Background: an optimization exercise with open tools, aiming at small area, a short achievable clock period and few clock cycles. Do not read the settings as production practice. The RTL was checked by simulation tests, not by an equivalence proof against the original design. Power and IR drop assume default switching activity.

== P ==
Design LBP, start of the top module:
module LBP ( clk, reset, gray_addr, gray_req, gray_data, lbp_addr, lbp_write, lbp_data, finish);
==> flow/config.mk <==
export PLATFORM = sky130hd
export DESIGN_NAME = LBP
export DESIGN_NICKNAME = LBP
export VERILOG_FILES = /design/flow/design.v
export SDC_FILE = /design/flow/constraint.sdc
export NUM_CORES = 4
export LEC_CHECK = 0
export CAP_MARGIN = 20
export CORE_MARGIN = 2
export CORE_UTILIZATION = 68
export CTS_BUF_LIST = sky130_fd_sc_hd__clkbuf_8 sky130_fd_sc_hd__clkbuf_4
export CTS_CLUSTER_DIAMETER = 100
export CTS_CLUSTER_SIZE = 40
export SETUP_SLACK_MARGIN = 2.3
export SLEW_MARGIN = 20
==> flow/constraint.sdc <==
create_clock -name core_clock -period 4.0 [get_ports {clk}]
set_input_delay 0.8000 -clock core_clock [delete_from_list [all_inputs] [get_ports {clk}]]
set_output_delay 0.8000 -clock core_clock [all_outputs]
set_load 0.01 [all_outputs]
standard.sh (not shown) runs the stock make flow with config.mk's settings and CLKGATE_MAP_FILE= SYNTH_SCRIPT=/design/flow/synth_recipe.tcl, a recipe that flattens the netlist after the stock synthesis.
==> flow/flow/run.sh <==
#!/bin/bash
# The standard layout, with plain buf_2 cells as the port buffers instead of
# the slow delay cells buffer_ports picks by default.
set -euo pipefail
export BUFFER_PORTS_ARGS="-buffer_cell sky130_fd_sc_hd__buf_2"
bash standard.sh > standard.log 2>&1
Testbench counts of P, summed over its fixed seeds: cycles 4,160.
Edits applied to the flow inputs when going from P to Q:
==> flow/flow/run.sh <==
#!/bin/bash
# The standard layout, with plain buf_2 cells as the port buffers and a
# clock tree without dummy loads.
set -euo pipefail
export BUFFER_PORTS_ARGS="-buffer_cell sky130_fd_sc_hd__buf_2"
export CTS_ARGS="-sink_clustering_enable -repair_clock_nets -sink_clustering_size 50 -sink_clustering_max_diameter 100 -buf_list {sky130_fd_sc_hd__clkbuf_16 sky130_fd_sc_hd__clkbuf_8} -root_buf sky130_fd_sc_hd__clkbuf_16 -dont_use_dummy_load -sink_buffer_max_cap_derate 1.0"
bash standard.sh > standard.log 2>&1
==> summary.txt <==
- Sequential share of cell area ended up 0.65 points lower on Q than on P.
- Q: met3 layer wire length in the routed design 39% above P
- In terms of power share of the combinational group, Q and P differ only marginally.
- Per the comparison of Q with P, design area +0.93%, final cell count has decreased, number of fill cells in the layout decreased 12, post-cts sizing count shows a reduction of 1, clock period minus worst slack lower.
- Static leakage sits higher in Q than in P.
- Going from P to Q, setup slack after layout grows by 0.036 ns.
- In terms of post-synthesis cell count, P and Q differ only marginally.
Relative to Q, the following input files were edited for R:
- a change of CORE_UTILIZATION from 68 to 55
==> flow/run.sh (new file) <==
#!/bin/bash
# synth_recipe.tcl (not shown) runs the flow's synth.tcl, then flattens the netlist and writes it again
# the make line also repeats each setting of config.mk as NAME=value (left out here)
make -C /OpenROAD-flow-scripts/flow DESIGN_CONFIG=/design/flow/config.mk WORK_HOME=/design/flow/orfs CLKGATE_MAP_FILE= SYNTH_SCRIPT=/design/flow/synth_recipe.tcl finish
removed: flow/flow/run.sh
removed: flow/standard.sh
Notes after the runs:
R reached the end of the flow, and the finished layout is clean on the timing, DRC and antenna checks. Final instance area: R and Q compared, higher one is R. Comparing R and Q, the lower final wirelength is on R. Diff R and Q: CTS clock-pin slew for the worst setup and hold paths lower in Q. Final critical-path required period: R and Q compared, higher one is R. For R, the source of the critical timing path was cnt[5], unlike Q, where it was cnt[4]. Of R and Q, the run reporting the higher final weighted congestion in routability-driven placement was R. [R vs Q] share of power burned in the clock network: lower in R. Share of the core filled with cells (lower): R. Sort R and Q by arrival time at the worst endpoint desc -> top: R. Combinational share of power (lower): Q.
Input-level comparison between S and R:
==> flow/flow/run.sh (new file) <==
#!/bin/bash
# The standard layout, with plain buf_2 cells as the port buffers instead of
# the slow delay cells buffer_ports picks by default.
set -euo pipefail
export BUFFER_PORTS_ARGS="-buffer_cell sky130_fd_sc_hd__buf_2"
bash standard.sh > standard.log 2>&1
==> flow/standard.sh (new file) <==
#!/bin/bash
# synth_recipe.tcl (not shown) runs the flow's synth.tcl, then flattens the netlist and writes it again
# the make line also repeats each setting of config.mk as NAME=value (left out here)
make -C /OpenROAD-flow-scripts/flow DESIGN_CONFIG=/design/flow/config.mk WORK_HOME=/design/flow/orfs CLKGATE_MAP_FILE= SYNTH_SCRIPT=/design/flow/synth_recipe.tcl "${@:-finish}"
removed: flow/run.sh
Results
Between S and R, it is S whose global-route met3 utilization is lower, by 1.1 points.
S — post-synthesis to final-layout area growth 2.7 points lower, R as reference
R -> S: cell area after synthesis delta 0, exact match
R → S: cell area after placement now sits lower, aggregate routed wire length has decreased, setup slack down 0.0039 ns, ratio of routed vias to standard cells decreased about 1.7%, cell area down 2.2%.
Summary: hold slack, S worse than R
Detailed route, S vs R: via total lower for S

build 98:
LBP again, from the RTL that the note above started with.
clock: 4.0 ns
lec_check: 0
cap_margin: 20
core_margin: 2
core_utilization: 55
cts_buf_list: sky130_fd_sc_hd__clkbuf_8 sky130_fd_sc_hd__clkbuf_4
cts_cluster_diameter: 100
cts_cluster_size: 40
setup_slack_margin: 2.3
slew_margin: 20
==> flow/flow/run.sh <==
#!/bin/bash
# The standard layout, with plain buf_2 cells as the port buffers and a
# clock tree without dummy loads.
set -euo pipefail
export BUFFER_PORTS_ARGS="-buffer_cell sky130_fd_sc_hd__buf_2"
export CTS_ARGS="-sink_clustering_enable -repair_clock_nets -sink_clustering_size 40 -sink_clustering_max_diameter 100 -sink_clustering_levels 1 -buf_list {sky130_fd_sc_hd__clkbuf_16 sky130_fd_sc_hd__clkbuf_8} -root_buf sky130_fd_sc_hd__clkbuf_16 -dont_use_dummy_load"
bash standard.sh > standard.log 2>&1
Build 98 did not stop at any stage, and its layout met the timing, DRC and antenna checks.
Testbench counts of build 98, summed over its fixed seeds: cycles 4,160.
## Diff of input files: build 32 against build 98
==> flow/flow/run.sh <==
#!/bin/bash
# The standard layout, with plain buf_2 cells as the port buffers and a
# clock tree without dummy loads.
set -euo pipefail
export BUFFER_PORTS_ARGS="-buffer_cell sky130_fd_sc_hd__buf_2"
export CTS_ARGS="-sink_clustering_enable -repair_clock_nets -sink_clustering_size 50 -sink_clustering_max_diameter 100 -buf_list {sky130_fd_sc_hd__clkbuf_16 sky130_fd_sc_hd__clkbuf_8} -root_buf sky130_fd_sc_hd__clkbuf_16 -dont_use_dummy_load -sink_buffer_max_cap_derate 1.0"
bash standard.sh > standard.log 2>&1
Findings:
As far as worst hold slack goes, build 98 and build 32 are indistinguishable; the numbers are identical. On tap cell count, build 32 and build 98 are basically level. Comparing build 32 against build 98, there is no change at all in simple-gate portion of the synthesized area. As far as fraction of cell area in non-clock buffers goes, build 32 and build 98 are indistinguishable; the numbers are identical. Biggest cell delay along the critical path essentially unchanged between build 32 and build 98. Reported for build 32 and build 98, setup slack turned out identical to the last digit. Diff build 98..build 32 | number of buffers added to fix hold violations after cts | unchanged. Worst setup slack after placement came out exactly the same in build 32 and build 98. The final cell utilization of the core was comparable across build 32 and build 98. | sequential power | build 98 vs build 32 | ≈ equal |.
--- input diff build 32..build 44 ---
==> flow/flow/run.sh <==
#!/bin/bash
# The standard layout, with plain buf_2 cells as the port buffers and a
# clock tree without dummy loads.
set -euo pipefail
export BUFFER_PORTS_ARGS="-buffer_cell sky130_fd_sc_hd__buf_2"
export CTS_ARGS="-repair_clock_nets -buf_list {sky130_fd_sc_hd__clkbuf_16} -root_buf sky130_fd_sc_hd__clkbuf_16 -dont_use_dummy_load"
bash standard.sh > standard.log 2>&1
Results
- Cell count came out exactly the same in build 32 and build 44.
- From build 32 to build 44, post-synthesis instance area did not move at all.
- ~same post-CTS resize count in build 32 and build 44
- Status: global-route usage over all layers parity (build 32, build 44)
- Count of mapped cells out of synthesis: build 44 vs build 32 identical
- Build 32 and build 44 ended up with nearly the same clock network power share.
- Looking at build 32 and build 44, the number of nets produced by synthesis is a wash.
The inputs of build 93 differ from those of build 44 as listed below.
==> flow/flow/run.sh <==
#!/bin/bash
# The standard layout, with plain buf_2 cells as the port buffers and a
# clock tree without dummy loads.
set -euo pipefail
export BUFFER_PORTS_ARGS="-buffer_cell sky130_fd_sc_hd__buf_2"
export CTS_ARGS="-sink_clustering_enable -repair_clock_nets -sink_clustering_size 40 -sink_clustering_max_diameter 100 -buf_list {sky130_fd_sc_hd__clkbuf_8 sky130_fd_sc_hd__clkbuf_4} -dont_use_dummy_load -sink_buffer_max_cap_derate 1.0"
bash standard.sh > standard.log 2>&1
==> comparison <==
Taking build 44 as the reference, in build 93 global routing usage summed across all routing layers -0.70 points, layout filler cell count increased by about 3% relative to the old numbers, global-route wire length before repair went down 410 um. Build 93 | stages: all done | timing, DRC, antenna: all pass. Build 93: minimum clock period after layout 0.14 ns above build 44.

Setup of harbor:
LBP, a different RTL version from the one above (not shown whole).
Size: ~130 flip-flops, roughly 33 I/O pins, roughly 3600 um^2 of cells after synthesis.
clock: 4.0 ns
lec_check: 0
cap_margin: 20
core_margin: 2
core_utilization: 55
cts_buf_list: sky130_fd_sc_hd__clkbuf_8 sky130_fd_sc_hd__clkbuf_4
cts_cluster_diameter: 100
cts_cluster_size: 40
setup_slack_margin: 2.3
slew_margin: 20
==> flow/flow/run.sh <==
#!/bin/bash
# The standard layout, with plain buf_2 cells as the port buffers and a
# clkbuf_16 root and clkbuf_8 leaves in the clock tree, without dummy loads.
set -euo pipefail
export BUFFER_PORTS_ARGS="-buffer_cell sky130_fd_sc_hd__buf_2"
export CTS_ARGS="-sink_clustering_enable -repair_clock_nets -sink_clustering_size 50 -sink_clustering_max_diameter 100 -buf_list {sky130_fd_sc_hd__clkbuf_4} -root_buf sky130_fd_sc_hd__clkbuf_16 -dont_use_dummy_load"
bash standard.sh > standard.log 2>&1
The final layout from harbor, which completed every stage, passed the timing, DRC and antenna checks at the end of the flow.
Testbench counts of harbor, summed over its fixed seeds: cycles 4,160.
Inputs modified between harbor and sierra:
# harbor
export LEC_CHECK = 0
export CAP_MARGIN = 20
export CORE_MARGIN = 2
export CORE_UTILIZATION = 55
export CTS_BUF_LIST = sky130_fd_sc_hd__clkbuf_8 sky130_fd_sc_hd__clkbuf_4
export CTS_CLUSTER_DIAMETER = 100
export CTS_CLUSTER_SIZE = 40
export SETUP_SLACK_MARGIN = 2.3
export SLEW_MARGIN = 20
create_clock -name core_clock -period 4.0 [get_ports {clk}]
# sierra
export LEC_CHECK = 0
export CAP_MARGIN = 20
export CORE_MARGIN = 2
export CORE_UTILIZATION = 65
export GPL_ROUTABILITY_DRIVEN = 0
export SETUP_SLACK_MARGIN = 2.3
export SLEW_MARGIN = 20
create_clock -name core_clock -period 4.0 [get_ports {clk}]
==> flow/flow/run.sh <==
#!/bin/bash
# The standard layout, with plain buf_2 cells as the port buffers and a
# clkbuf_16 root and clkbuf_4 leaves in the clock tree, without dummy loads.
set -euo pipefail
export BUFFER_PORTS_ARGS="-buffer_cell sky130_fd_sc_hd__buf_2"
export CTS_ARGS="-sink_clustering_enable -repair_clock_nets -sink_clustering_size 50 -sink_clustering_max_diameter 100 -buf_list {sky130_fd_sc_hd__clkbuf_4} -root_buf sky130_fd_sc_hd__clkbuf_16 -dont_use_dummy_load"
bash standard.sh > standard.log 2>&1
- On cell area, harbor and sierra are neck and neck.
- Higher total power goes to sierra over harbor.
- Taking harbor as the reference, in sierra proportion of power drawn by flip-flops and latches decreased by 0.3 points relative to the old numbers; placement-stage worst setup slack decreased by 0.022 ns relative to the old numbers.
- | data-path buffer share of cell area in the final layout | sierra vs harbor | ≈ equal |
- After detailed routing, harbor needs less wire than sierra.
- The via count reported for sierra is higher than the one for harbor.
- harbor → sierra: sum of met2 wire segment lengths after detailed routing climbed 6.5%, flip-flop and latch share of the layout cell area barely changed.

[what the ideal ports hide]
No port has a modelled driver above. Below, the same layouts with a new extraction and two added sets of constraints. Step 1 (the two cells are an assumption about what drives the block):
set clk [get_ports {clk}]
set_driving_cell -lib_cell sky130_fd_sc_hd__clkbuf_16 $clk
set_driving_cell -lib_cell sky130_fd_sc_hd__buf_2 [delete_from_list [all_inputs] $clk]
Step 2 times the ports against the registers' clock, not the clock port: input delays grow and output delays shrink by t, the midpoint of the rising clock arrivals with the driver on. Three values: no drivers, after step 1, after step 2; two values: the first two.
| run | t, ns | slack for setup (ns) | hold slack, ns | worst setup path after step 2 |
|---|---|---|---|---|
| P | 0.441 | 2.237 / 2.207 / 2.132 | 0.303 / 0.295 / 0.319 | input to register |
| Q | 0.429 | 2.273 / 2.239 / 2.122 | 0.311 / 0.311 / 0.311 | input to register |
| R | 0.446 | 2.244 / 2.213 / 1.871 | 0.322 / 0.322 / 0.322 | input to register |
| S | 0.450 | 2.240 / 2.207 / 2.130 | 0.294 / 0.281 / 0.323 | input to register |
| build 98 | 0.426 | 2.282 / 2.247 / 2.100 | 0.306 / 0.306 / 0.306 | input to register |
| build 32 | 0.426 | 2.282 / 2.247 / 2.100 | 0.306 / 0.306 / 0.306 | input to register |
| build 44 | 0.426 | 2.282 / 2.247 / 2.100 | 0.306 / 0.306 / 0.306 | input to register |
| build 93 | 0.553 | 2.141 / 2.114 / 2.112 | 0.196 / 0.189 / 0.308 | input to register |
| harbor | 0.356 | 2.330 / 2.294 / 1.996 | 0.284 / 0.284 / 0.284 | input to register |
| sierra | 0.365 | 2.335 / 2.298 / 2.011 | 0.305 / 0.305 / 0.305 | input to register |
After both steps setup and hold are still met in every run listed. For R, which loses most, drivers alone change the setup slack by -0.031 ns; drivers and shift together by -0.373 ns.
